This is an optimization exercise on Yosys and OpenROAD, whose aim is small area, not a production implementation. Function was checked by simulation only, so behaviour that the tests miss may differ from the original. Power figures rest on the tool's default switching activity, not on a simulated workload.

<file path="run.sh">
#!/bin/bash
# synth_recipe.tcl (not shown) runs the flow's synth.tcl, then flattens the netlist and writes it again
# the make line also repeats each setting of config.mk as NAME=value (left out here)
make -C /OpenROAD-flow-scripts/flow DESIGN_CONFIG=/design/flow/config.mk WORK_HOME=/design/flow/orfs CLKGATE_MAP_FILE= SYNTH_SCRIPT=/design/flow/synth_recipe.tcl finish
</file>
<file path="config.mk">
export PLATFORM = sky130hd
export DESIGN_NAME = CPU
export DESIGN_NICKNAME = CPU
export VERILOG_FILES = /design/flow/design.v
export SDC_FILE = /design/flow/constraint.sdc
export NUM_CORES = 4
export LEC_CHECK = 0
export CAP_MARGIN = 20
export CORE_MARGIN = 2
export CORE_UTILIZATION = 55
export SLEW_MARGIN = 20
export SYNTH_HIERARCHICAL = 1
</file>
<file path="constraint.sdc">
create_clock -name core_clock -period 15.0 [get_ports {clk}]
set_input_delay 3.0000 -clock core_clock [delete_from_list [all_inputs] [get_ports {clk}]]
set_output_delay 3.0000 -clock core_clock [all_outputs]
set_load 0.01 [all_outputs]
</file>
<file path="design.v">
module ALU(
    input  logic [2:0]  f3,
    input  logic        arith,    
    input  logic        sub,
    input  logic        bigShift,  
    input  logic [31:0] x,
    input  logic [31:0] y,
    output logic [31:0] result,
    output logic        eq,
    output logic        lt
);
    logic [31:0] yb, sum, xo, sh_in, sh, sh_rev;
    logic left;
    assign yb  = y ^ {32{sub}};
    assign sum = x + yb + {31'b0, sub};
    assign xo  = x ^ y;
    assign eq  = ~|xo;
    assign lt  = (x[31] ^ y[31]) ? x[31] : sum[31];
    assign left = ~f3[2];
    always_comb
        for (int i = 0; i < 32; i++) sh_in[i] = left ? x[31-i] : x[i];
    assign sh = bigShift ? 32'b0 : (sh_in >> y[4:0]);
    always_comb
        for (int i = 0; i < 32; i++) sh_rev[i] = sh[31-i];
    always_comb begin
        if (!arith) result = sum;
        else case (f3)
            3'b000: result = sum;
            3'b001: result = sh_rev;
            3'b010: result = {31'b0, lt};
            3'b100: result = xo;
            3'b101: result = sh;
            3'b110: result = x | y;
            3'b111: result = x & y;
            default: result = {31'b0, lt};
        endcase
    end
endmodule
module controlUnit(
    input  logic [31:0] instruction,
    output logic memWrite, branch, isImm, we_reg, isLoad, sub
);
    logic [6:0] op;
    logic [2:0] f3;
    logic [6:0] f7;
    logic isOpImm, isOp, isStore, isBranch;
    assign op = instruction[6:0];
    assign f3 = instruction[14:12];
    assign f7 = instruction[31:25];
    assign isLoad   = (op == 7'b0000011);
    assign isOpImm  = (op == 7'b0010011);
    assign isStore  = (op == 7'b0100011);
    assign isOp     = (op == 7'b0110011);
    assign isBranch = (op == 7'b1100011);
    assign memWrite = isStore;
    assign branch   = isBranch;
    assign isImm    = ~op[6] & ~(op[5] & op[4]);
    assign sub      = op[6] | (op[4] & (f3[1] | (op[5] & f7[5])));
    assign we_reg   = isLoad
                    | (isOpImm & (f3 != 3'b011))
                    | (isOp & ((f7 == 7'b0000000 && f3 != 3'b011) | (f7 == 7'b0100000 && f3 == 3'b000)));
endmodule
module decoder (
    input  logic [31:0] instruction,
    output logic [4:0]  rs1, rs2, rd,
    output logic [31:0] signImm
);
    assign rs1 = instruction[19:15];
    assign rs2 = instruction[24:20];
    assign rd  = instruction[11:7];
    assign signImm = {{20{instruction[31]}}, instruction[31:25],
                      instruction[5] ? instruction[11:7] : instruction[24:20]};
endmodule
module aoi222(
    input  logic a1, a2, b1, b2, c1, c2,
    output logic y
);
    assign y = ~((a1 & a2) | (b1 & b2) | (c1 & c2));
endmodule
module rdbit(
    input  logic [31:1] sel,
    input  logic [31:1] r,
    output logic        q
);
    logic [10:0] t;
    genvar k;
    for (k = 0; k < 10; k++) begin : g
        aoi222 u(.a1(sel[3*k+1]), .a2(r[3*k+1]), .b1(sel[3*k+2]), .b2(r[3*k+2]),
                 .c1(sel[3*k+3]), .c2(r[3*k+3]), .y(t[k]));
    end
    assign t[10] = ~(sel[31] & r[31]);
    assign q = ~&t;
endmodule
module dec5(
    input  logic [4:0]  a,
    output logic [31:1] sel
);
    always_comb
        for (int i = 1; i < 32; i++) sel[i] = (a == 5'(i));
endmodule
module regFile(
    input  logic [4:0]       rs,
    input  logic [31:1][31:0] register,
    output logic [31:0]      q
);
    logic [31:1] sel;
    dec5 dec(.a(rs), .sel(sel));
    genvar b, i;
    for (b = 0; b < 32; b++) begin : bit_
        logic [31:1] col;
        for (i = 1; i < 32; i++) assign col[i] = register[i][b];
        rdbit u(.sel(sel), .r(col), .q(q[b]));
    end
endmodule
module CPU(
    input logic clk,
    input logic rst,
    input logic [31:0] instruction,
    input logic [31:0] readData,
    output logic memWrite,
    output logic [31:0] aluResult,
    output logic [4:0] pc,
    output logic [31:0] rd2
);
    logic [4:0] rs1, rs2, rd;
    logic [31:0] rd1, immediate, alu_y, wdata;
    logic we_reg, branch, isImm, isLoad, sub, eq, lt, taken;
    logic [2:0] f3;
    assign f3 = instruction[14:12];
    decoder decoder(
        .instruction(instruction),
        .rs1(rs1), .rs2(rs2), .rd(rd),
        .signImm(immediate)
    );
    controlUnit controlUnit(
        .instruction(instruction),
        .memWrite(memWrite), .branch(branch), .isImm(isImm),
        .we_reg(we_reg), .isLoad(isLoad), .sub(sub)
    );
    assign alu_y = isImm ? immediate : rd2;
    ALU ALU(
        .f3(f3),
        .arith(instruction[4]),
        .sub(sub),
        .bigShift(instruction[5] & |rd2[31:5]),
        .x(rd1), .y(alu_y),
        .result(aluResult), .eq(eq), .lt(lt)
    );
    assign wdata = instruction[4] ? aluResult : readData;
    logic [31:1][31:0] register;
    always_ff @(posedge clk)
        for (int i = 1; i < 32; i++)
            if (we_reg && rd == 5'(i)) register[i] <= wdata;
    regFile port1(.rs(rs1), .register(register), .q(rd1));
    regFile port2(.rs(rs2), .register(register), .q(rd2));
    assign taken = branch & ~f3[1] & (f3[2] ? (lt ^ f3[0]) : (eq ^ f3[0])) & ~f3[1];
    always_ff @(posedge clk) begin
        if (rst)               pc <= 5'h0;
        else if (pc != 5'h1f)  pc <= pc + (taken ? instruction[11:7] : 5'h1);
    end
endmodule
</file>
==> results.cfg, run 1 <==
[outcome]
status = no timing/DRC/antenna violations

[power_and_ir_drop]
peakVddDrop_mv = 0.107
power_mw = 7.38
powerDensity_nw_per_um2 = 137
leakagePower_nw = 17.6

[timing]
slew_headroom = 0.213
fin_crit_sh = 0.897
holdWs_ns = 0.635
tightest_slew_ns = 1.18
finClkSkew_ns = 0.0425
final-hold-violation-count = 0
setup_violations = 0
fmax_mhz = 74.3
slew_violations = 0
rsz0062_at_grt = no
tns_ns = 0
min_period_ns = 13.45

[clock_network]
clk_pin_slew_ns = 0.06
cts.path.max_buffers = 3
cts_setup_buffers = 0
cts_tree = done
clock_latency_ns = 0.69
numCtsBuffers = 97
cts-root-buf = clkbuf_16
post_cts_resize_count = 0
holdBufCountCts = 0
cts_sinks = 997
htreeDepth = 3

[critical_path]
worstPathArrival_ns = 10.45
setup.worst_path.start = instruction[23]
worstPathRequired_ns = 12.00
end_kind = output port
critPathMaxFanout = 37
cp_cell_sequence = clkdlybuf4s50_1, nand2_1, nor2_4, buf_4, a222oi_1, nand4_1, a2111o_1, mux2_2, mux2_2, fa_1, a21o_1, a31oi_1, o211ai_1, a211oi_1, o211ai_1, and4_1, or3_1, nand3_1, clkdlybuf4s50_1
criticalPathCategory = input pin to output port
cp-start-kind = input pin
slowest_stage = nor2_4
cpPeakStageDelay_ns = 0.87
r2r-start = register[698]

[finish]
mostFrequentLayoutCells = 992 x edfxtp_1, 640 x a222oi_1, 198 x nand2_1, 138 x nand4_1, 131 x clkdlybuf4s50_1
drive_gt1_frac = 0.145
fillers = 6241
final_common_cell = edfxtp_1
nets = 3548
syn_to_final_growth_pct = 14.5
stdcell_area_um2 = 53800
final_cells = 4608

[global_routing]
grt_usage = 0.429
grt_overflow = 0
grt_max_degree = 72
grt_pass1_vias = 35200
grt_pass1_wl_um = 264000
antenna_found_initial = 10

[worst_hold_path]
hp-start = pc[2]
hp-class = register to register

[detailed_routing]
route.detailed.drc = 0
drt-vias-per-instance = 8.25
wl_per_cell_um = 41.6
firstDrtPassIters = 13
vias = 38000
drt_iter0_markers = 10700
antenna_left = 0
totalWireLength_um = 192000

[floorplanning]
initial_core_util = 0.554
rows = 107
dieHeight_um = 296
core_um2 = 84900
die_w_um = 296
pin_count = 136
dieArea_um2 = 87800

[placement]
placed_cells = 4424
place_congestion = 1.02
port_buffers = 135
hpwl_um = 129000
place_area_um2 = 50600

[run]
drv_cap = 0

[logic_synthesis]
synth-warning-count = 9
netlist_instances = 3151
synth_area_um2 = 47000
syn-num-nets = 3320
syn_avg_cell_area_um2 = 14.9
==> report_power, final <==
| part | switching (mW) | leakage, nW | internal, mW | total (mW) |
|---|---|---|---|---|
| logic | 1.17 | 7.06 | 0.500 | 1.67 |
| clock network | 1.07 | 1.54 | 1.35 | 2.43 |
| registers | 0.00127 | 8.99 | 3.28 | 3.28 |
==> sequential cells by signal (all words and copies together) (netlist names) <==
signal / cells
register: 992
pc: 5
==> path summary, 6_finish.rpt <==
kind                         to  slack (ns)  cells past startpoint
setup / recovery  aluResult[28]        1.55                     19
hold / removal            pc[1]        0.63                      2
setup reg to reg          pc[4]        7.12                     26
hold reg to reg           pc[1]        0.63                      2
==> routing by layer <==
layer	vias up	wire (um)	part of all wire	track usage
met4	8	14400	0.075	0.255
met5	-	90	0.00047	0
met3	675	31500	0.16	0.122
met1	18600	65500	0.34	0.584
met2	3941	80200	0.42	0.618
li1	14800	-	-	-
==> worst max-delay path, delay by kind of cell <==
family / cells / cell delay, ns
adder cells (fa/ha/maj): 1 / 0.44
buffers and inverters: 3 / 1.65
multiplexers: 2 / 1.33
AND/OR/NAND/NOR: 6 / 2.20
AO/OA/AOI/OAI: 7 / 1.78
==> stage by stage <==
stage                     worst slack (ns)  utilization
after floorplan                       3.58            -
after global placement                1.85        0.597
after detailed placement              1.83        0.597
after CTS                             1.80        0.634
after global routing                  1.32        0.634
final                                 1.55        0.634
==> final cells by class <==
class,count,area [um2],area share
antenna,4,10.0,0.000186
timing repair buffer,254,2220,0.0413
clock inverter,58,547,0.0102
sequential,997,29900,0.555
tap,1144,1430,0.0266
inverter,80,300,0.00558
multi-input combinational,1949,16800,0.312
clock buffer,122,2620,0.0487
==> run 2: changes to the inputs <==
--- a/design.v
+++ b/design.v
@@ -1,5 +1,29 @@
+module alu_xor(input logic a, b, output logic y);
+    assign y = a ^ b;
+endmodule
+module alu_xnor(input logic a, b, output logic y);
+    assign y = ~(a ^ b);
+endmodule
+module alu_muxi(input logic s, a, b, output logic y);
+    assign y = ~(s ? a : b);
+endmodule
+module alu_aoi(input logic a1, a2, b1, b2, c1, c2, output logic y);
+    assign y = ~((a1 & a2) | (b1 & b2) | (c1 & c2));
+endmodule
+module alu_aoi2(input logic a1, a2, c1, c2, output logic y);
+    assign y = ~((a1 & a2) | (c1 & c2));
+endmodule
+module alu_aoi21(input logic a1, a2, b1, c1, c2, output logic y);
+    assign y = ~((a1 & a2) | b1 | (c1 & c2));
+endmodule
+module alu_res(input logic ssum, sum, sp, p, sx, x, y, tsh, output logic o);
+    assign o = ~tsh | (ssum & sum) | (sp & p) | (sx & x & y);
+endmodule
+module alu_resn(input logic ssum, sum, sp, p, sx, x, yn, tsh, output logic o);
+    assign o = ~tsh | (ssum & sum) | (sp & p) | (sx & x & ~yn);
+endmodule
 module ALU(
     input  logic [2:0]  f3,
-    input  logic        arith,    
-    input  logic        sub,
+    input  logic        arith,     
+    input  logic        sub,       
     input  logic        bigShift,  
@@ -8,30 +32,76 @@
     output logic [31:0] result,
-    output logic        eq,
-    output logic        lt
-);
-    logic [31:0] yb, sum, xo, sh_in, sh, sh_rev;
-    logic left;
-    assign yb  = y ^ {32{sub}};
-    assign sum = x + yb + {31'b0, sub};
-    assign xo  = x ^ y;
-    assign eq  = ~|xo;
-    assign lt  = (x[31] ^ y[31]) ? x[31] : sum[31];
-    assign left = ~f3[2];
-    always_comb
-        for (int i = 0; i < 32; i++) sh_in[i] = left ? x[31-i] : x[i];
-    assign sh = bigShift ? 32'b0 : (sh_in >> y[4:0]);
-    always_comb
-        for (int i = 0; i < 32; i++) sh_rev[i] = sh[31-i];
-    always_comb begin
-        if (!arith) result = sum;
-        else case (f3)
-            3'b000: result = sum;
-            3'b001: result = sh_rev;
-            3'b010: result = {31'b0, lt};
-            3'b100: result = xo;
-            3'b101: result = sh;
-            3'b110: result = x | y;
-            3'b111: result = x & y;
-            default: result = {31'b0, lt};
-        endcase
+    output logic        eq,        
+    output logic        lt         
+);
+    logic ssum, ssh, sp, sx, sslt;
+    assign ssum = ~arith | (f3 == 3'b000);
+    assign ssh  = arith & (f3[1:0] == 2'b01) & ~bigShift;
+    assign sp   = arith & f3[2] & ~f3[0];    
+    assign sx   = arith & f3[2] & f3[1];     
+    assign sslt = arith & ~f3[2] & f3[1];
+    logic [31:0] yv, p, sum;
+    logic [32:0] c;
+    assign c[0] = sub;
+    genvar i, k;
+    for (i = 0; i < 32; i++) begin : add
+        if (i % 2 == 0) begin : e
+            alu_xor  ub(.a(y[i]), .b(sub), .y(yv[i]));
+            alu_xor  up(.a(x[i]), .b(yv[i]), .y(p[i]));
+            alu_xor  us(.a(p[i]), .b(c[i]), .y(sum[i]));
+            alu_muxi uc(.s(p[i]), .a(c[i]), .b(x[i]), .y(c[i+1]));
+        end else begin : o
+            alu_xnor ub(.a(y[i]), .b(sub), .y(yv[i]));
+            alu_xnor up(.a(x[i]), .b(yv[i]), .y(p[i]));
+            alu_xnor us(.a(p[i]), .b(c[i]), .y(sum[i]));
+            alu_muxi uc(.s(p[i]), .a(c[i]), .b(yv[i]), .y(c[i+1]));
+        end
+    end
+    assign eq = &p;
+    assign lt = p[31] ? c[31] : x[31];
+    logic [5:0][31:0] s;
+    assign s[0] = x;
+    for (k = 0; k < 5; k++) begin : st
+        logic l, r, n;
+        if (k == 4) begin : g
+            assign n = ~y[k] & ssh;
+            assign l = y[k] & ~f3[2] & ssh;
+            assign r = y[k] & f3[2] & ssh;
+        end else begin : u
+            assign n = ~y[k];
+            assign l = y[k] & ~f3[2];
+            assign r = y[k] & f3[2];
+        end
+        for (i = 0; i < 32; i++) begin : b
+            if (i < (1 << k)) begin : el
+                if (k % 2 == 1)
+                    alu_aoi21 u(.a1(r), .a2(s[k][i + (1 << k)]), .b1(l),
+                                .c1(n), .c2(s[k][i]), .y(s[k+1][i]));
+                else
+                    alu_aoi2 u(.a1(r), .a2(s[k][i + (1 << k)]),
+                               .c1(n), .c2(s[k][i]), .y(s[k+1][i]));
+            end else if (i + (1 << k) >= 32) begin : er
+                if (k % 2 == 1)
+                    alu_aoi21 u(.a1(l), .a2(s[k][i - (1 << k)]), .b1(r),
+                                .c1(n), .c2(s[k][i]), .y(s[k+1][i]));
+                else
+                    alu_aoi2 u(.a1(l), .a2(s[k][i - (1 << k)]),
+                               .c1(n), .c2(s[k][i]), .y(s[k+1][i]));
+            end else begin : m
+                alu_aoi u(.a1(l), .a2(s[k][i - (1 << k)]),
+                          .b1(r), .b2(s[k][i + (1 << k)]),
+                          .c1(n), .c2(s[k][i]), .y(s[k+1][i]));
+            end
+        end
+    end
+    for (i = 0; i < 32; i++) begin : r_
+        logic o;
+        if (i % 2 == 0) begin : e
+            alu_res u(.ssum(ssum), .sum(sum[i]), .sp(sp), .p(p[i]), .sx(sx),
+                      .x(x[i]), .y(yv[i]), .tsh(s[5][i]), .o(o));
+        end else begin : d
+            alu_resn u(.ssum(ssum), .sum(sum[i]), .sp(sp), .p(p[i]), .sx(sx),
+                       .x(x[i]), .yn(yv[i]), .tsh(s[5][i]), .o(o));
+        end
+        if (i == 0) assign result[i] = o | (sslt & lt);
+        else        assign result[i] = o;
     end
@@ -57,3 +127,3 @@
     assign isImm    = ~op[6] & ~(op[5] & op[4]);
-    assign sub      = op[6] | (op[4] & (f3[1] | (op[5] & f7[5])));
+    assign sub      = op[6] | (op[4] & ~f3[2] & ~f3[0] & (f3[1] | (op[5] & f7[5])));
     assign we_reg   = isLoad
--- a/config.mk
+++ b/config.mk
@@ -7,6 +7,6 @@
 export LEC_CHECK = 0
-export CAP_MARGIN = 20
+export CAP_MARGIN = 0
 export CORE_MARGIN = 2
 export CORE_UTILIZATION = 55
-export SLEW_MARGIN = 20
+export SLEW_MARGIN = 0
 export SYNTH_HIERARCHICAL = 1
==> results.cfg, run 2 <==
[timing]
setup_violations = 0
min_period_ns = 14.67
slew_headroom = 0.115
fmax_mhz = 68.2
finClkSkew_ns = 0.0823
slew_violations = 0
setup_ws_ns = 0.330
holdWs_ns = 0.636
final-hold-violation-count = 0
tns_ns = 0
tightest_slew_ns = 1.32
fin_crit_sh = 0.978
rsz0062_at_grt = yes

[floorplanning]
die_w_um = 288
core_um2 = 80000
dieArea_um2 = 82700
dieHeight_um = 288
rows = 104
pin_count = 136
initial_core_util = 0.553

[clock_network]
htreeDepth = 3
cts.path.max_buffers = 3
clock_latency_ns = 0.71
holdBufCountCts = 0
numCtsBuffers = 99
cts-root-buf = clkbuf_16
cts_sinks = 997
cts_tree = done
clk_pin_slew_ns = 0.06

[finish]
regArea_um2 = 29900
multi_input_area_um2 = 14400
largest-register = register
largest_reg_flops = 992
syn_to_final_growth_pct = 18.9
drive_gt1_frac = 0.213
top_regs = register (992), pc (5)
final_common_cell = edfxtp_1
fillers = 5610
mostFrequentLayoutCells = 992 x edfxtp_1, 738 x a222oi_1, 247 x buf_4, 138 x nand4_1, 120 x clkdlybuf4s50_1
final_cells = 4231
nets = 3160

[global_routing]
grt_max_degree = 35
antenna_found_initial = 6
grt_pass1_wl_um = 247000
grt_usage = 0.422
grt_overflow = 0
grt_pass1_vias = 33800

[detailed_routing]
wl_per_cell_um = 42.5
totalWireLength_um = 180000
route.detailed.drc = 0
drt-vias-per-instance = 8.44
firstDrtPassIters = 14
antenna_left = 0
vias = 35700
drt_iter0_markers = 10000

[power_and_ir_drop]
power_mw = 7.34
powerDensity_nw_per_um2 = 140
leakagePower_nw = 16.8
peakVddDrop_mv = 0.110

[logic_synthesis]
netlist_instances = 2667
synth_area_um2 = 44200
syn_avg_cell_area_um2 = 16.6
synth-warning-count = 8
syn-num-nets = 2738

[placement]
place_congestion = 0.994
preCtsSetupSlack_ns = -0.471
hpwl_um = 112000
placed_cells = 4016
port_buffers = 135

[critical_path]
critical-path-top-delay-family = multiplexers
criticalPathCategory = input pin to output port
crit_buf_inv = 4
worstPathArrival_ns = 11.67
worstPathRequired_ns = 12.00
critPathMaxFanout = 5
cpMostUsedCell = mux2i_1
cp-start-kind = input pin
reg2reg_slack_ns = 4.61
end_kind = output port
slowest_stage = a2111o_1
cpPeakStageDelay_ns = 0.41

[outcome]
status = no timing/DRC/antenna violations

[worst_hold_path]
hp-class = register to register

[run]
drv_cap = 0
run 2: stage by stage:
stage	area, um2	utilization
after floorplan	44200	-
after global placement	49000	0.612
after detailed placement	49000	0.612
after CTS	52300	0.653
after global routing	52600	0.657
final	52600	0.657
run 2: worst paths after layout:
check | startpoint | endpoint | cells past startpoint
worst min register to register | pc[2] | pc[2] | 2
worst max-delay path | instruction[20] | aluResult[31] | 45
worst max register to register | register[576] | pc[4] | 50
worst min-delay path | pc[2] | pc[2] | 2
run 2: timing repair:
| action | CTS | global route |
|---|---|---|
| pin swaps | 6 | 36 |
| resized for setup | 14 | 53 |
| setup buffers | 7 | 22 |
| gates cloned | 0 | 3 |
| endpoints found under the hold margin | 0 | 0 |
| setup endpoints to repair | 4 | 7 |
run 2: report_power, final:
group	internal, mW	leakage [nW]	switching, mW
combinational	0.543	6.25	1.02
sequential	3.32	8.98	0.00126
clock	1.40	1.54	1.06
run 2: area by class of cell:
| class | instances | area share |
|---|---|---|
| antenna | 3 | 0.000143 |
| clock buffer | 132 | 0.0495 |
| clock inverter | 48 | 0.0117 |
| inverter | 11 | 0.000785 |
| multi-input combinational | 1568 | 0.275 |
| sequential | 997 | 0.568 |
| tap | 1060 | 0.0252 |
| timing repair buffer | 412 | 0.0698 |
run 2: worst register-to-register path, delay by kind of cell (launching register included):
family,cells,cell delay (ns)
adders and majority gates,2,0.59
buffers and inverters,1,0.06
muxes,34,6.36
DFF,1,0.45
and+or+nand+nor,5,0.75
xor gates and xnor gates,4,0.84
AOI/OAI and AO/OA,4,1.26
run 2: routing by layer:
layer,vias to the layer above,track usage,wire (um)
met2,3662,0.625,78000
li1,13800,-,-
met4,6,0.257,12600
met1,17600,0.543,59900
met3,670,0.139,29300
met5,-,0,41
==> run 3: changes to the inputs <==
--- a/design.v
+++ b/design.v
@@ -35,7 +35,8 @@
 );
-    logic ssum, ssh, sp, sx, sslt;
-    assign ssum = ~arith | (f3 == 3'b000);
+    logic ssum, ssh, sp, sx, sslt, subd;
+    drv dsum(.a(~(~arith | (f3 == 3'b000))), .y(ssum));
+    drv dp  (.a(~(arith & f3[2] & ~f3[0])), .y(sp));    
+    drv dx  (.a(~(arith & f3[2] & f3[1])), .y(sx));     
+    drv dsub(.a(~sub), .y(subd));
     assign ssh  = arith & (f3[1:0] == 2'b01) & ~bigShift;
-    assign sp   = arith & f3[2] & ~f3[0];    
-    assign sx   = arith & f3[2] & f3[1];     
     assign sslt = arith & ~f3[2] & f3[1];
@@ -43,3 +44,3 @@
     logic [32:0] c;
-    assign c[0] = sub;
+    assign c[0] = subd;
     genvar i, k;
@@ -47,3 +48,3 @@
         if (i % 2 == 0) begin : e
-            alu_xor  ub(.a(y[i]), .b(sub), .y(yv[i]));
+            alu_xor  ub(.a(y[i]), .b(subd), .y(yv[i]));
             alu_xor  up(.a(x[i]), .b(yv[i]), .y(p[i]));
@@ -52,3 +53,3 @@
         end else begin : o
-            alu_xnor ub(.a(y[i]), .b(sub), .y(yv[i]));
+            alu_xnor ub(.a(y[i]), .b(subd), .y(yv[i]));
             alu_xnor up(.a(x[i]), .b(yv[i]), .y(p[i]));
@@ -65,9 +66,9 @@
         if (k == 4) begin : g
-            assign n = ~y[k] & ssh;
-            assign l = y[k] & ~f3[2] & ssh;
-            assign r = y[k] & f3[2] & ssh;
+            drv dn(.a(~(~y[k] & ssh)), .y(n));
+            drv dl(.a(~(y[k] & ~f3[2] & ssh)), .y(l));
+            drv dr(.a(~(y[k] & f3[2] & ssh)), .y(r));
         end else begin : u
-            assign n = ~y[k];
-            assign l = y[k] & ~f3[2];
-            assign r = y[k] & f3[2];
+            drv dn(.a(y[k]), .y(n));
+            drv dl(.a(~(y[k] & ~f3[2])), .y(l));
+            drv dr(.a(~(y[k] & f3[2])), .y(r));
         end
@@ -163,8 +164,22 @@
 endmodule
-module dec5(
+module dec5n(
     input  logic [4:0]  a,
-    output logic [31:1] sel
+    output logic [31:1] seln
 );
     always_comb
-        for (int i = 1; i < 32; i++) sel[i] = (a == 5'(i));
+        for (int i = 1; i < 32; i++) seln[i] = ~(a == 5'(i));
+endmodule
+module dec5ne(
+    input  logic [4:0]  a,
+    input  logic        en,
+    output logic [31:1] seln
+);
+    always_comb
+        for (int i = 1; i < 32; i++) seln[i] = ~(en && a == 5'(i));
+endmodule
+module drv(
+    input  logic a,
+    output logic y
+);
+    assign y = ~a;
 endmodule
@@ -175,4 +190,8 @@
 );
-    logic [31:1] sel;
-    dec5 dec(.a(rs), .sel(sel));
+    logic [31:1] sel, seln;
+    dec5n dec(.a(rs), .seln(seln));
+    genvar j;
+    for (j = 1; j < 32; j++) begin : sd
+        drv u(.a(seln[j]), .y(sel[j]));
+    end
     genvar b, i;
@@ -209,3 +228,6 @@
     );
-    assign alu_y = isImm ? immediate : rd2;
+    logic isImmD, wsel;
+    drv dimm(.a(~isImm), .y(isImmD));
+    drv dws(.a(~instruction[4]), .y(wsel));
+    assign alu_y = isImmD ? immediate : rd2;
     ALU ALU(
@@ -218,7 +240,13 @@
     );
-    assign wdata = instruction[4] ? aluResult : readData;
+    assign wdata = wsel ? aluResult : readData;
     logic [31:1][31:0] register;
+    logic [31:1] we, wen;
+    dec5ne wdec(.a(rd), .en(we_reg), .seln(wen));
+    genvar j;
+    for (j = 1; j < 32; j++) begin : wd
+        drv u(.a(wen[j]), .y(we[j]));
+    end
     always_ff @(posedge clk)
         for (int i = 1; i < 32; i++)
-            if (we_reg && rd == 5'(i)) register[i] <= wdata;
+            if (we[i]) register[i] <= wdata;
     regFile port1(.rs(rs1), .register(register), .q(rd1));
==> flow/run.sh (new file) <==
#!/bin/bash
# Standard ORFS layout with three changes that only affect how much buffering
# and sizing the layout adds:
#  - combinational cells upsized by synthesis go back to their smallest size
#    before floorplanning (repair steps resize them again where needed);
#  - every port still gets a buffer, but a buf_1 instead of clkdlybuf4s50_1;
#  - clock tree: larger sink clusters, no dummy loads.
set -euo pipefail
here=$(pwd)
export PRE_FLOORPLAN_TCL=$here/flow/downsize.tcl
export BUFFER_PORTS_ARGS="-buffer_cell sky130_fd_sc_hd__buf_1"
export CTS_ARGS="-sink_clustering_enable -repair_clock_nets -dont_use_dummy_load -buf_list {sky130_fd_sc_hd__clkbuf_8 sky130_fd_sc_hd__clkbuf_16} -sink_clustering_size 25 -sink_clustering_max_diameter 80"
bash standard.sh synth > "$here/synth.log" 2>&1
bash standard.sh finish > "$here/layout.log" 2>&1
==> flow/downsize.tcl (new file) <==
# Before floorplanning: map every combinational cell to the smallest cell of
# its family (same function and pins), the strongest among equal areas. The
# later repair steps upsize again wherever slew, capacitance or timing need it.
set db [ord::get_db]
set block [ord::get_db_block]
set n 0
foreach inst [$block getInsts] {
  set m [$inst getMaster]
  set name [$m getName]
  if { ![regexp {^(sky130_fd_sc_hd__([a-z0-9]+))_([0-9]+)$} $name -> fam base size] } { continue }
  if { [regexp {^(df|edf|sdf|sedf|dl|tap|conb|fill|decap|diode|buf|clk)} $base] } { continue }
  # smallest cell of the family; among equal areas the strongest
  set best ""
  set best_area [expr {[$m getWidth] * [$m getHeight]}]
  set best_size $size
  foreach s {0 1 2 3 4 6 8 12 16} {
    set c [$db findMaster ${fam}_$s]
    if { $c eq "NULL" || $c eq "" } { continue }
    set a [expr {[$c getWidth] * [$c getHeight]}]
    if { $a < $best_area || ($a == $best_area && $s > $best_size) } {
      set best $c; set best_area $a; set best_size $s
    }
  }
  if { $best ne "" } {
    $inst swapMaster $best
    incr n
  }
}
puts "downsize: swapped $n instances"
==> standard.sh (new file) <==
#!/bin/bash
# synth_recipe.tcl (not shown) runs the flow's synth.tcl, then flattens the netlist and writes it again
# the make line also repeats each setting of config.mk as NAME=value (left out here)
make -C /OpenROAD-flow-scripts/flow DESIGN_CONFIG=/design/flow/config.mk WORK_HOME=/design/flow/orfs CLKGATE_MAP_FILE= SYNTH_SCRIPT=/design/flow/synth_recipe.tcl "${@:-finish}"
--- a/config.mk
+++ b/config.mk
@@ -10,2 +10,3 @@
 export CORE_UTILIZATION = 55
+export SETUP_SLACK_MARGIN = 0.4
 export SLEW_MARGIN = 0
removed: run.sh
==> results.cfg, run 3 <==
[run]
drv_cap = 0

[clock_network]
numCtsBuffers = 50
clock_latency_ns = 0.67
clk_pin_slew_ns = 0.08
cts.path.max_buffers = 3
cts_tree = done
cts-root-buf = clkbuf_16
htreeDepth = 2
cts_sinks = 997
holdBufCountCts = 0

[global_routing]
antenna_found_initial = 3
grt_max_degree = 33
grt_overflow = 0
grt_usage = 0.410
grt_pass1_vias = 32100
grt_pass1_wl_um = 238000

[logic_synthesis]
synth_area_um2 = 44400
synth-warning-count = 9
netlist_instances = 2778
syn-num-nets = 2849
syn_avg_cell_area_um2 = 16.0

[timing]
fmax_mhz = 67.9
finClkSkew_ns = 0.121
fin_crit_sh = 0.982
min_period_ns = 14.73
tightest_slew_ns = 1.36
slew_headroom = 0.0966
setup_violations = 0
setup_ws_ns = 0.269
final-hold-violation-count = 0
rsz0062_at_grt = yes
slew_violations = 0

[critical_path]
cpMostUsedCell = mux2i_1
worstPathArrival_ns = 11.73
criticalPathCategory = input pin to output port
worstPathRequired_ns = 12.00
cp-start-kind = input pin
reg2reg_slack_ns = 4.09
end_kind = output port
critPathMaxFanout = 6
cpPeakStageDelay_ns = 0.48
slowest_stage = a2111o_1

[outcome]
status = no timing/DRC/antenna violations

[detailed_routing]
route.detailed.drc = 0
vias = 34700
totalWireLength_um = 176000
drt-vias-per-instance = 8.51
antenna_left = 0
wl_per_cell_um = 43.1
drt_iter0_markers = 9957
firstDrtPassIters = 12

[power_and_ir_drop]
powerDensity_nw_per_um2 = 128
peakVddDrop_mv = 0.113
leakagePower_nw = 15.4

[floorplanning]
rows = 104
dieHeight_um = 288
core_um2 = 80200
pin_count = 136
initial_core_util = 0.554
die_w_um = 288
dieArea_um2 = 83000

[finish]
mostFrequentLayoutCells = 992 x edfxtp_1, 738 x a222oi_1, 171 x nand2_1, 141 x buf_4, 137 x nand4_1
final_common_cell = edfxtp_1
nets = 3086
top_regs = register (992), pc (5)
largest-register = register
utilization = 0.599
fillers = 6145
drive_gt1_frac = 0.136
largest_reg_flops = 992
final_cells = 4076
syn_to_final_growth_pct = 8.11

[placement]
hpwl_um = 110000
placed_cells = 3986
port_buffers = 135
preCtsSetupSlack_ns = -0.192
place_congestion = 0.979

[worst_hold_path]
hp-class = register to register
==> run 3: where the power goes <==
group	leakage, nW	total, mW	switching [mW]	internal (mW)
sequential	8.98	3.32	0.00127	3.32
clock	0.616	1.43	0.836	0.593
combinational	5.78	1.38	0.968	0.413
total	15.4	6.13	1.81	4.32
==> run 3: what timing repair did <==
action	CTS	global route
cloned	0	0
endpoints found under the setup margin	4	7
resized for setup	4	34
buffers inserted	16	21
pin swaps	1	17
==> run 3: routing by layer <==
layer / global-route usage / up-vias / wire, um
met5: 0 / - / 0
met4: 0.241 / 0 / 12300
met3: 0.105 / 537 / 27900
met2: 0.594 / 3336 / 74600
met1: 0.563 / 17300 / 60700
li1: - / 13500 / -
==> run 3: final cells by class <==
cell class	instances	area, um2	share of cell area
sequential	997	29900	0.623
multi-input combinational	1566	13400	0.280
timing repair buffer	277	1610	0.0336
tap	1060	1330	0.0276
clock buffer	50	1250	0.0261
inverter	123	464	0.00967
antenna	3	7.51	0.000156
==> run 3: worst paths after layout <==
check | endpoint | from | cells past startpoint
worst max register to register | pc[4] | register[288] | 48
worst min-delay path | pc[0] | pc[2] | 2
worst max-delay path | aluResult[0] | instruction[21] | 45
worst min register to register | pc[0] | pc[2] | 2
==> run 3: through the flow <==
step / power (mW) / hold WS, ns / setup TNS (ns) / area, um2
after CTS: 6.03 / 0.571 / 0 / 47700
after floorplan: 4.18 / 0.586 / 0 / 44400
after detailed placement: 4.63 / 0.617 / -0.375 / 46400
after global routing: 6.27 / 0.637 / -0.617 / 48000
after global placement: 4.61 / 0.592 / 0 / 46400
final: 6.13 / 0.581 / 0 / 48000
==> run 3: worst max-delay path: cells and delay by family <==
family                    cells  cell delay (ns)
muxes                        33             6.30
AOI/OAI and AO/OA             3             1.07
buffers and inverters         4             0.39
xor gates and xnor gates      2             0.39
and+or+nand+nor               3             0.54
==> run 4: changes to the inputs <==
--- a/design.v
+++ b/design.v
@@ -5,2 +5,5 @@
     assign y = ~(a ^ b);
+endmodule
+module alu_mux(input logic s, a, b, output logic y);
+    assign y = s ? a : b;
 endmodule
@@ -30,3 +33,3 @@
     input  logic [31:0] x,
-    input  logic [31:0] y,
+    input  logic [31:0] yn,       
     output logic [31:0] result,
@@ -42,4 +45,5 @@
     assign sslt = arith & ~f3[2] & f3[1];
-    logic [31:0] yv, p, sum;
+    logic [31:0] yv, p, sum, g;
     logic [32:0] c;
+    logic [32:17] c0, c1;
     assign c[0] = subd;
@@ -48,11 +52,21 @@
         if (i % 2 == 0) begin : e
-            alu_xor  ub(.a(y[i]), .b(subd), .y(yv[i]));
+            alu_xnor ub(.a(yn[i]), .b(subd), .y(yv[i]));
             alu_xor  up(.a(x[i]), .b(yv[i]), .y(p[i]));
             alu_xor  us(.a(p[i]), .b(c[i]), .y(sum[i]));
-            alu_muxi uc(.s(p[i]), .a(c[i]), .b(x[i]), .y(c[i+1]));
+            assign g[i] = x[i];
         end else begin : o
-            alu_xnor ub(.a(y[i]), .b(subd), .y(yv[i]));
+            alu_xor  ub(.a(yn[i]), .b(subd), .y(yv[i]));
             alu_xnor up(.a(x[i]), .b(yv[i]), .y(p[i]));
             alu_xnor us(.a(p[i]), .b(c[i]), .y(sum[i]));
-            alu_muxi uc(.s(p[i]), .a(c[i]), .b(yv[i]), .y(c[i+1]));
+            assign g[i] = yv[i];
+        end
+        if (i < 16) begin : lo
+            alu_muxi uc(.s(p[i]), .a(c[i]), .b(g[i]), .y(c[i+1]));
+        end else if (i == 16) begin : mid
+            assign c0[17] = ~(~p[16] & x[16]);
+            assign c1[17] = ~(p[16] | x[16]);
+        end else begin : hi
+            alu_muxi uc0(.s(p[i]), .a(c0[i]), .b(g[i]), .y(c0[i+1]));
+            alu_muxi uc1(.s(p[i]), .a(c1[i]), .b(g[i]), .y(c1[i+1]));
+            alu_mux  usel(.s(c[16]), .a(c1[i]), .b(c0[i]), .y(c[i]));
         end
@@ -66,9 +80,9 @@
         if (k == 4) begin : g
-            drv dn(.a(~(~y[k] & ssh)), .y(n));
-            drv dl(.a(~(y[k] & ~f3[2] & ssh)), .y(l));
-            drv dr(.a(~(y[k] & f3[2] & ssh)), .y(r));
+            drv dn(.a(~(yn[k] & ssh)), .y(n));
+            drv dl(.a(~(~yn[k] & ~f3[2] & ssh)), .y(l));
+            drv dr(.a(~(~yn[k] & f3[2] & ssh)), .y(r));
         end else begin : u
-            drv dn(.a(y[k]), .y(n));
-            drv dl(.a(~(y[k] & ~f3[2])), .y(l));
-            drv dr(.a(~(y[k] & f3[2])), .y(r));
+            drv dn(.a(~yn[k]), .y(n));
+            drv dl(.a(yn[k] | f3[2]), .y(l));
+            drv dr(.a(yn[k] | ~f3[2]), .y(r));
         end
@@ -179,2 +193,8 @@
 endmodule
+module aoi22(
+    input  logic a1, a2, b1, b2,
+    output logic y
+);
+    assign y = ~((a1 & a2) | (b1 & b2));
+endmodule
 module drv(
@@ -214,3 +234,3 @@
     logic [4:0] rs1, rs2, rd;
-    logic [31:0] rd1, immediate, alu_y, wdata;
+    logic [31:0] rd1, immediate, wdata;
     logic we_reg, branch, isImm, isLoad, sub, eq, lt, taken;
@@ -228,6 +248,11 @@
     );
-    logic isImmD, wsel;
+    logic isImmD, regD, wsel;
+    logic [31:0] alu_yn;
     drv dimm(.a(~isImm), .y(isImmD));
+    drv dreg(.a(isImm), .y(regD));
     drv dws(.a(~instruction[4]), .y(wsel));
-    assign alu_y = isImmD ? immediate : rd2;
+    genvar b;
+    for (b = 0; b < 32; b++) begin : ym
+        aoi22 u(.a1(isImmD), .a2(immediate[b]), .b1(regD), .b2(rd2[b]), .y(alu_yn[b]));
+    end
     ALU ALU(
@@ -237,3 +262,3 @@
         .bigShift(instruction[5] & |rd2[31:5]),
-        .x(rd1), .y(alu_y),
+        .x(rd1), .yn(alu_yn),
         .result(aluResult), .eq(eq), .lt(lt)
--- a/config.mk
+++ b/config.mk
@@ -10,3 +10,3 @@
 export CORE_UTILIZATION = 55
-export SETUP_SLACK_MARGIN = 0.4
+export SETUP_SLACK_MARGIN = 0.3
 export SLEW_MARGIN = 0
==> results.cfg, run 4 <==
[power_and_ir_drop]
combPwrFrac = 0.230
sw_frac_of_total = 0.305
leakagePower_nw = 15.0
seqPwrFrac = 0.541
p_int_mw = 4.29
clockPowerShare = 0.229
peakVddDrop_mv = 0.0971
switching_power_mw = 1.88
powerDensity_nw_per_um2 = 130

[detailed_routing]
firstDrtPassIters = 12
route.detailed.drc = 0
drt-vias-per-instance = 8.55
totalWireLength_um = 175000
vias = 34500
antenna_left = 0
drt_iter0_markers = 9741
wl_per_cell_um = 43.4

[critical_path]
worstPathArrival_ns = 10.99
reg2reg_depth = 34
cpPeakStageDelay_ns = 0.45
cpMostUsedCell = mux2i_1
criticalPathCategory = input pin to output port
cp_num_cells = 32
critical-path-top-delay-family = multiplexers
crit_buf_inv = 5
critPathMaxFanout = 18
worstPathRequired_ns = 12.00
slowest_stage = buf_1
end_kind = output port
cp-start-kind = input pin

[floorplanning]
initial_core_util = 0.554
pin_count = 136
dieHeight_um = 289
rows = 104
core_um2 = 80400
dieArea_um2 = 83300
die_w_um = 289

[global_routing]
grt_pass1_vias = 31900
grt_overflow = 0
grt_pass1_wl_um = 241000
grt_usage = 0.411
grt_max_degree = 33
antenna_found_initial = 9

[finish]
largest-register = register
final_common_cell = edfxtp_1
stdcell_area_um2 = 47500
mostFrequentLayoutCells = 992 x edfxtp_1, 738 x a222oi_1, 173 x nand2_1, 138 x nand4_1, 135 x buf_1
largest_reg_flops = 992
drive_gt1_frac = 0.103
top_regs = register (992), pc (5)
nets = 3044
syn_to_final_growth_pct = 6.59

[timing]
tightest_slew_ns = 1.22
slew_headroom = 0.186
slew_violations = 0
finClkSkew_ns = 0.126
final-hold-violation-count = 0
min_period_ns = 13.99
fmax_mhz = 71.5
tns_ns = 0
setup_violations = 0
fin_crit_sh = 0.933
rsz0062_at_grt = no

[clock_network]
cts_tree = done
numCtsBuffers = 49
clock_latency_ns = 0.67
clk_pin_slew_ns = 0.10
cts_setup_buffers = 0
htreeDepth = 2
post_cts_resize_count = 0
cts.path.max_buffers = 3
cts_sinks = 997
holdBufCountCts = 0
cts-root-buf = clkbuf_16

[logic_synthesis]
syn_avg_cell_area_um2 = 15.9
synth_area_um2 = 44600
synth-warning-count = 9
syn-num-nets = 2880
netlist_instances = 2809

[worst_hold_path]
hp-class = register to register
whs_path_depth = 2

[placement]
place_area_um2 = 46300
hpwl_um = 113000
place_congestion = 0.963
port_buffers = 135

[outcome]
status = no timing/DRC/antenna violations

[run]
drv_cap = 0
==> run 4: worst paths after layout <==
check	to	slack, ns	start
max	aluResult[0]	1.01	instruction[23]
min	pc[1]	0.65	pc[2]
max reg2reg	pc[4]	5.64	register[865]
min reg2reg	pc[1]	0.65	pc[2]
==> run 4: worst register-to-register path, delay by kind of cell (launching register included) <==
family          cells  cell delay (ns)
compound gates      5             1.63
flops               1             0.40
simple gates        5             1.50
xor+xnor            4             0.86
mux                18             4.15
buf+inv             1             0.28
fa+ha+maj           1             0.49
==> run 4: per-layer routing <==
layer / vias to the layer above / global-route usage / wire [um]
li1: 13600 / - / -
met4: 16 / 0.208 / 10900
met5: - / 0.00170 / 104
met1: 17200 / 0.551 / 60400
met3: 478 / 0.131 / 28200
met2: 3216 / 0.605 / 75300
==> run 4: area by class of cell <==
| cell class | count | area, um2 |
|---|---|---|
| sequential | 997 | 29900 |
| inverter | 128 | 480 |
| clock buffer | 49 | 1230 |
| multi-input combinational | 1596 | 13600 |
| timing repair buffer | 201 | 1000 |
| tap | 1060 | 1330 |
| fill | 6158 | 32900 |
| antenna | 2 | 5.00 |
==> run 4: power groups by stage <==
stage / Clock (mW) / Combinational [mW] / Sequential (mW)
after floorplan: 0 / 0.879 / 3.39
after global placement: 0 / 1.33 / 3.40
after detailed placement: 0 / 1.36 / 3.40
after CTS: 1.41 / 1.36 / 3.34
after global routing: 1.50 / 1.47 / 3.34
final: 1.42 / 1.42 / 3.34
==> run 4: stage by stage <==
step	worst slack [ns]	utilization	power [mW]	hold WS, ns	std cells
floorplan	2.22	-	4.27	0.586	2809
global placement	1.46	0.575	4.73	0.597	3982
detailed placement	1.27	0.575	4.76	0.627	3982
CTS	1.25	0.591	6.11	0.641	4031
global route	0.555	0.591	6.32	0.664	4031
finish	1.01	0.591	6.18	0.653	4033
==> run 5: changes to the inputs <==
--- a/config.mk
+++ b/config.mk
@@ -10,3 +10,3 @@
 export CORE_UTILIZATION = 55
-export SETUP_SLACK_MARGIN = 0.3
+export SETUP_SLACK_MARGIN = 0.1
 export SLEW_MARGIN = 0
==> results.cfg, run 5 <==
[timing]
finClkSkew_ns = 0.126
slew_headroom = 0.186
min_period_ns = 13.99
slew_violations = 0
tightest_slew_ns = 1.22
rsz0062_at_grt = no
final-hold-violation-count = 0
setup_violations = 0
fin_crit_sh = 0.933
tns_ns = 0
fmax_mhz = 71.5

[finish]
final_cells = 4033
nets = 3044
largest_reg_flops = 992
final_common_cell = edfxtp_1
largest-register = register
syn_to_final_growth_pct = 6.59
mostFrequentLayoutCells = 992 x edfxtp_1, 738 x a222oi_1, 173 x nand2_1, 138 x nand4_1, 135 x buf_1
top_regs = register (992), pc (5)
fillers = 6158
drive_gt1_frac = 0.103

[placement]
hpwl_um = 113000
port_buffers = 135
placed_cells = 3982
place_congestion = 0.963

[clock_network]
cts_setup_buffers = 0
cts.path.max_buffers = 3
cts-root-buf = clkbuf_16
numCtsBuffers = 49
cts_tree = done
clock_latency_ns = 0.67
post_cts_resize_count = 0
clk_pin_slew_ns = 0.10
holdBufCountCts = 0
cts_sinks = 997
htreeDepth = 2

[logic_synthesis]
synth_area_um2 = 44600
syn_avg_cell_area_um2 = 15.9
syn-num-nets = 2880
synth-warning-count = 9
netlist_instances = 2809

[floorplanning]
dieHeight_um = 289
rows = 104
die_w_um = 289
pin_count = 136
initial_core_util = 0.554
core_um2 = 80400
dieArea_um2 = 83300

[detailed_routing]
vias = 34500
totalWireLength_um = 175000
firstDrtPassIters = 12
route.detailed.drc = 0
drt_iter0_markers = 9741
antenna_left = 0
wl_per_cell_um = 43.4
drt-vias-per-instance = 8.55

[critical_path]
end_kind = output port
critPathMaxFanout = 18
criticalPathCategory = input pin to output port
cp-start-kind = input pin
cpPeakStageDelay_ns = 0.45
worstPathArrival_ns = 10.99
slowest_stage = buf_1
cpMostUsedCell = mux2i_1
reg2reg_depth = 34
worstPathRequired_ns = 12.00

[worst_hold_path]
hp-class = register to register
whs_path_depth = 2

[global_routing]
grt_use_met2 = 0.605
grt_usage = 0.411
busiest_layer = met2
grt_overflow = 0
grt.met3_usage = 0.131
grt_pass1_wl_um = 241000
grt_pass1_vias = 31900
grtUsageMet1 = 0.551
grt_max_degree = 33
antenna_found_initial = 9

[power_and_ir_drop]
peakVddDrop_mv = 0.0971
power_mw = 6.18
powerDensity_nw_per_um2 = 130
leakagePower_nw = 15.0

[outcome]
status = no timing/DRC/antenna violations

[run]
drv_cap = 0
run 5: layout make-up:
| cell class | instances | area (um2) | share of cell area |
|---|---|---|---|
| antenna | 2 | 5.00 | 0.000105 |
| clock buffer | 49 | 1230 | 0.0258 |
| inverter | 128 | 480 | 0.0101 |
| multi-input combinational | 1596 | 13600 | 0.286 |
| sequential | 997 | 29900 | 0.629 |
| tap | 1060 | 1330 | 0.0279 |
| timing repair buffer | 201 | 1000 | 0.0211 |
run 5: per-stage QoR:
stage	area [um2]	worst slack, ns	utilization	hold slack (ns)
after floorplan	44600	2.22	-	0.586
after global placement	46300	1.46	0.575	0.597
after detailed placement	46300	1.27	0.575	0.627
after CTS	47500	1.25	0.591	0.641
after global routing	47500	0.555	0.591	0.664
final	47500	1.01	0.591	0.653
run 5: power breakdown:
group          internal [mW]  switching, mW  leakage [nW]  total, mW
logic                  0.372           1.05          5.44       1.42
clock network          0.582          0.834         0.604       1.42
registers               3.34        0.00125          8.98       3.34
total                   4.29           1.88          15.0       6.18
run 5: worst max-delay path, delay by kind of cell:
family                 cells  cell delay, ns
XOR/XNOR                   2            0.58
multiplexers              18            3.97
AND/OR/NAND/NOR            3            0.65
buffers and inverters      5            1.35
AO/OA/AOI/OAI              4            1.40
run 5: layer usage:
layer / vias to the layer above / wire [um]
li1: 13600 / -
met1: 17200 / 60400
met2: 3216 / 75300
met3: 478 / 28200
met4: 16 / 10900
met5: - / 104
run 5: worst paths after layout:
path,from,endpoint,slack [ns]
setup reg to reg,register[865],pc[4],5.64
setup / recovery,instruction[23],aluResult[0],1.01
hold reg to reg,pc[2],pc[1],0.65
hold / removal,pc[2],pc[1],0.65
==> run 6: changes to the inputs <==
--- a/config.mk
+++ b/config.mk
@@ -9,3 +9,3 @@
 export CORE_MARGIN = 2
-export CORE_UTILIZATION = 55
+export CORE_UTILIZATION = 62
 export SETUP_SLACK_MARGIN = 0.1
==> results.cfg, run 6 <==
[outcome]
status = no timing/DRC/antenna violations

[power_and_ir_drop]
sw_frac_of_total = 0.300
combPwrFrac = 0.227
clockPowerShare = 0.226
leakagePower_nw = 15.0
peakVddDrop_mv = 0.121
switching_power_mw = 1.83
seqPwrFrac = 0.548
p_int_mw = 4.27
powerDensity_nw_per_um2 = 129

[clock_network]
cts_sinks = 997
cts-root-buf = clkbuf_16
numCtsBuffers = 47
cts.path.max_buffers = 3
cts_tree = done
htreeDepth = 2
clock_latency_ns = 0.64
clk_pin_slew_ns = 0.09
cts_setup_buffers = 0
holdBufCountCts = 0
post_cts_resize_count = 0

[timing]
min_period_ns = 13.89
slew_violations = 0
tightest_slew_ns = 1.17
final-hold-violation-count = 0
fmax_mhz = 72.0
tns_ns = 0
rsz0062_at_grt = no
finClkSkew_ns = 0.0728
fin_crit_sh = 0.926
slew_headroom = 0.220
setup_violations = 0

[finish]
largest-register = register
final_common_cell = edfxtp_1
top_regs = register (992), pc (5)
final_cells = 3920
largest_reg_flops = 992
utilization = 0.663
syn_to_final_growth_pct = 6.14
fillers = 5086
mostFrequentLayoutCells = 992 x edfxtp_1, 738 x a222oi_1, 173 x nand2_1, 138 x nand4_1, 135 x buf_1
drive_gt1_frac = 0.102
nets = 3040

[logic_synthesis]
netlist_instances = 2809
synth-warning-count = 9
synth_area_um2 = 44600
syn-num-nets = 2880
syn_avg_cell_area_um2 = 15.9

[placement]
port_buffers = 135
hpwl_um = 105000
placed_cells = 3870
place_congestion = 1.00

[critical_path]
cpPeakStageDelay_ns = 0.42
cpMostUsedCell = mux2i_1
cp-start-kind = input pin
reg2reg_slack_ns = 5.87
worstPathRequired_ns = 12.00
worstPathArrival_ns = 10.89
slowest_stage = buf_1
crit_buf_inv = 4
critical-path-top-delay-family = multiplexers
critPathMaxFanout = 32
end_kind = output port
criticalPathCategory = input pin to output port

[global_routing]
grt_pass1_wl_um = 229000
grt_usage = 0.433
grt_overflow = 0
grt_max_degree = 34
grt_pass1_vias = 31900
antenna_found_initial = 4

[floorplanning]
dieArea_um2 = 74000
initial_core_util = 0.625
pin_count = 136
rows = 98
die_w_um = 272
core_um2 = 71400
dieHeight_um = 272

[detailed_routing]
drt_iter0_markers = 10000
wl_per_cell_um = 41.8
firstDrtPassIters = 14
route.detailed.drc = 0
antenna_left = 0
vias = 34400
totalWireLength_um = 164000
drt-vias-per-instance = 8.78

[run]
drv_cap = 0

[worst_hold_path]
hp-class = register to register
-- run 6: per-stage QoR --
step / total power, mW / worst slack [ns] / area [um2] / hold slack, ns
after floorplan: 4.27 / 2.22 / 44600 / 0.586
after global placement: 4.69 / 1.71 / 46100 / 0.633
after detailed placement: 4.72 / 1.30 / 46100 / 0.652
after CTS: 6.03 / 1.29 / 47300 / 0.648
after global routing: 6.23 / 0.634 / 47300 / 0.681
final: 6.10 / 1.11 / 47300 / 0.656
-- run 6: final timing paths --
check             startpoint             to  cells after the start
min                    pc[2]          pc[3]                      2
max          instruction[23]  aluResult[17]                     32
max reg2reg    register[576]          pc[4]                     34
min reg2reg            pc[2]          pc[3]                      2
-- run 6: final cells by class --
cell class / count / area, um2 / area share
Tap cell: 950 / 1190 / 0.0251
Sequential cell: 997 / 29900 / 0.632
Inverter: 128 / 480 / 0.0102
Multi-Input combinational cell: 1596 / 13600 / 0.287
Clock buffer: 47 / 1180 / 0.0249
Timing Repair Buffer: 199 / 987 / 0.0209
Antenna cell: 3 / 7.51 / 0.000159
-- run 6: power groups by stage --
stage	Sequential [mW]	Combinational, mW	Clock, mW
after global placement	3.40	1.28	0
after CTS	3.34	1.32	1.37
after floorplan	3.39	0.879	0
final	3.34	1.38	1.38
after detailed placement	3.40	1.32	0
after global routing	3.34	1.43	1.46
-- run 6: worst min-delay path: stages, from the launching register on --
cell and delay (ns):
dfxtp_1 0.34, nand3_1 0.19, a21oi_1 0.09
-- run 6: metal layers --
metal / vias up / global-route usage / wire length, um
met5: - / 0.0116 / 176
met4: 10 / 0.264 / 11900
met3: 503 / 0.136 / 28400
met2: 3511 / 0.624 / 69500
met1: 16800 / 0.579 / 53800
li1: 13500 / - / -
==> run 7: changes to the inputs <==
--- a/config.mk
+++ b/config.mk
@@ -9,3 +9,3 @@
 export CORE_MARGIN = 2
-export CORE_UTILIZATION = 62
+export CORE_UTILIZATION = 68
 export SETUP_SLACK_MARGIN = 0.1
==> results.cfg, run 7 <==
[outcome]
status = no timing/DRC/antenna violations

[critical_path]
cp-start-kind = input pin
cpPeakStageDelay_ns = 0.52
slowest_stage = a222oi_1
critPathMaxFanout = 32
end_kind = output port
worstPathRequired_ns = 12.00
cpMostUsedCell = mux2i_1
criticalPathCategory = input pin to output port
worstPathArrival_ns = 11.36

[timing]
finClkSkew_ns = 0.104
rsz0062_at_grt = no
setup_ws_ns = 0.643
tns_ns = 0
min_period_ns = 14.36
holdWs_ns = 0.632
slew_violations = 0
slew_headroom = 0.133
setup_violations = 0
final-hold-violation-count = 0
fmax_mhz = 69.7
fin_crit_sh = 0.957
tightest_slew_ns = 1.30

[finish]
mostFrequentLayoutCells = 992 x edfxtp_1, 738 x a222oi_1, 173 x nand2_1, 138 x nand4_1, 135 x buf_1
largest_reg_flops = 992
final_common_cell = edfxtp_1
utilization = 0.730
largest-register = register
final_cells = 3822
nets = 3034
top_regs = register (992), pc (5)
syn_to_final_growth_pct = 5.75
drive_gt1_frac = 0.100
fillers = 4058

[power_and_ir_drop]
combPwrFrac = 0.230
p_int_mw = 4.26
clockPowerShare = 0.222
powerDensity_nw_per_um2 = 129
sw_frac_of_total = 0.301
switching_power_mw = 1.84
seqPwrFrac = 0.548
leakagePower_nw = 15.0
peakVddDrop_mv = 0.110

[floorplanning]
dieArea_um2 = 67600
pin_count = 136
core_um2 = 64600
initial_core_util = 0.690
dieHeight_um = 260
die_w_um = 260
rows = 93

[detailed_routing]
totalWireLength_um = 165000
firstDrtPassIters = 17
drt-vias-per-instance = 9.26
wl_per_cell_um = 43.3
antenna_left = 0
vias = 35400
drt_iter0_markers = 10900
route.detailed.drc = 0

[clock_network]
cts-root-buf = clkbuf_16
clk_pin_slew_ns = 0.10
cts_tree = done
cts_setup_buffers = 0
cts_sinks = 997
holdBufCountCts = 0
cts.path.max_buffers = 3
post_cts_resize_count = 0
htreeDepth = 2
numCtsBuffers = 46
clock_latency_ns = 0.67

[logic_synthesis]
synth-warning-count = 9
syn_avg_cell_area_um2 = 15.9
netlist_instances = 2809
synth_area_um2 = 44600
syn-num-nets = 2880

[global_routing]
grt_usage = 0.482
grt_pass1_wl_um = 231000
grt.met3_usage = 0.191
busiest_layer = met2
grtUsageMet1 = 0.625
grt_overflow = 0
grt_use_met2 = 0.682
grt_max_degree = 33
antenna_found_initial = 9
grt_pass1_vias = 32700

[placement]
place_congestion = 1.04
placed_cells = 3770
preCtsSetupSlack_ns = 1.18
hpwl_um = 103000
port_buffers = 135

[worst_hold_path]
hp-class = register to register

[run]
drv_cap = 0
run 7: changes by cell type in the layout (fill, tap and decap cells not counted):
cell | previous run | this run
buf_4 | 64 | 59
diode_2 | 3 | 6
clkbuf_16 | 47 | 46
run 7: stage by stage:
stage / total power [mW] / area [um2]
2_1_floorplan: 4.27 / 44600
3_3_place_gp: 4.68 / 46000
3_5_place_dp: 4.71 / 46000
4_1_cts: 5.99 / 47100
5_1_grt: 6.19 / 47100
6_report: 6.09 / 47100
run 7: worst max-delay path: cells and delay by family:
kind,cells,cell delay [ns]
compound gates,4,1.57
xor+xnor,3,0.75
buf+inv,4,1.25
mux,17,3.67
simple gates,4,1.10
run 7: worst paths after layout:
check	slack, ns	to	startpoint	depth (start not counted)
max	0.64	aluResult[18]	instruction[23]	32
max reg2reg	5.54	pc[4]	register[576]	35
min reg2reg	0.63	pc[3]	pc[2]	2
min	0.63	pc[3]	pc[2]	2
run 7: layout make-up:
cell class | count | area (um2) | share of cell area
flip-flops and latches | 997 | 29900 | 0.634
multi-input cells | 1596 | 13600 | 0.288
clock buffers | 46 | 1150 | 0.0244
well taps | 855 | 1070 | 0.0227
repair buffers | 194 | 950 | 0.0201
inverters | 128 | 480 | 0.0102
diodes | 6 | 15.0 | 0.000319
run 7: power by group through the flow:
stage	clock network, mW	logic (mW)	registers, mW
CTS	1.34	1.31	3.34
global placement	0	1.28	3.40
finish	1.36	1.40	3.34
detailed placement	0	1.31	3.40
floorplan	0	0.879	3.39
global route	1.42	1.43	3.34
run 7: routing by layer:
metal | share of wire | up-vias | wire, um
li1 | - | 13500 | -
met2 | 0.41 | 4219 | 68100
met1 | 0.30 | 16800 | 50100
met3 | 0.20 | 788 | 33000
met5 | 0.00056 | - | 92
met4 | 0.085 | 14 | 14100

==> what the ideal ports hide <==
The flow's constraints put no driver on any port. The routed layouts listed below were extracted and timed again, unchanged, in two steps.
Step 1: set_driving_cell puts a clkbuf_16 on clk and a buf_2 on each other input, an assumption about the parent block.
Step 2 adds t to the input delays and takes it off the output delays; t is the mean of the earliest and latest rising clock arrival at the registers after step 1. Input paths then give back, and output paths get back, about the clock's delay inside the block.
Slacks: ideal ports / drivers / drivers and shift; pairs: ideal ports / drivers.
run | t, ns | slack for setup (ns) | hold WS [ns] | worst data-port slew with drivers (ns)
run 1 | 0.732 | 1.549 / 1.518 / 1.518 | 0.635 / 0.635 / 0.635 | 0.09
run 2 | 0.740 | 0.330 / 0.299 / 0.299 | 0.636 / 0.636 / 0.636 | 0.06
run 3 | 0.679 | 0.269 / 0.221 / 0.221 | 0.581 / 0.581 / 0.581 | 0.15
run 4 | 0.673 | 1.012 / 0.979 / 0.979 | 0.653 / 0.653 / 0.653 | 0.08
run 5 | 0.673 | 1.012 / 0.979 / 0.979 | 0.653 / 0.653 / 0.653 | 0.08
run 6 | 0.662 | 1.112 / 1.074 / 1.074 | 0.656 / 0.656 / 0.656 | 0.08
run 7 | 0.688 | 0.643 / 0.612 / 0.612 | 0.632 / 0.632 / 0.632 | 0.15
After both steps setup and hold are still met in every run listed. The setup slack of run 3, which loses most, moves by -0.048 ns with the drivers and by -0.048 ns with both steps.
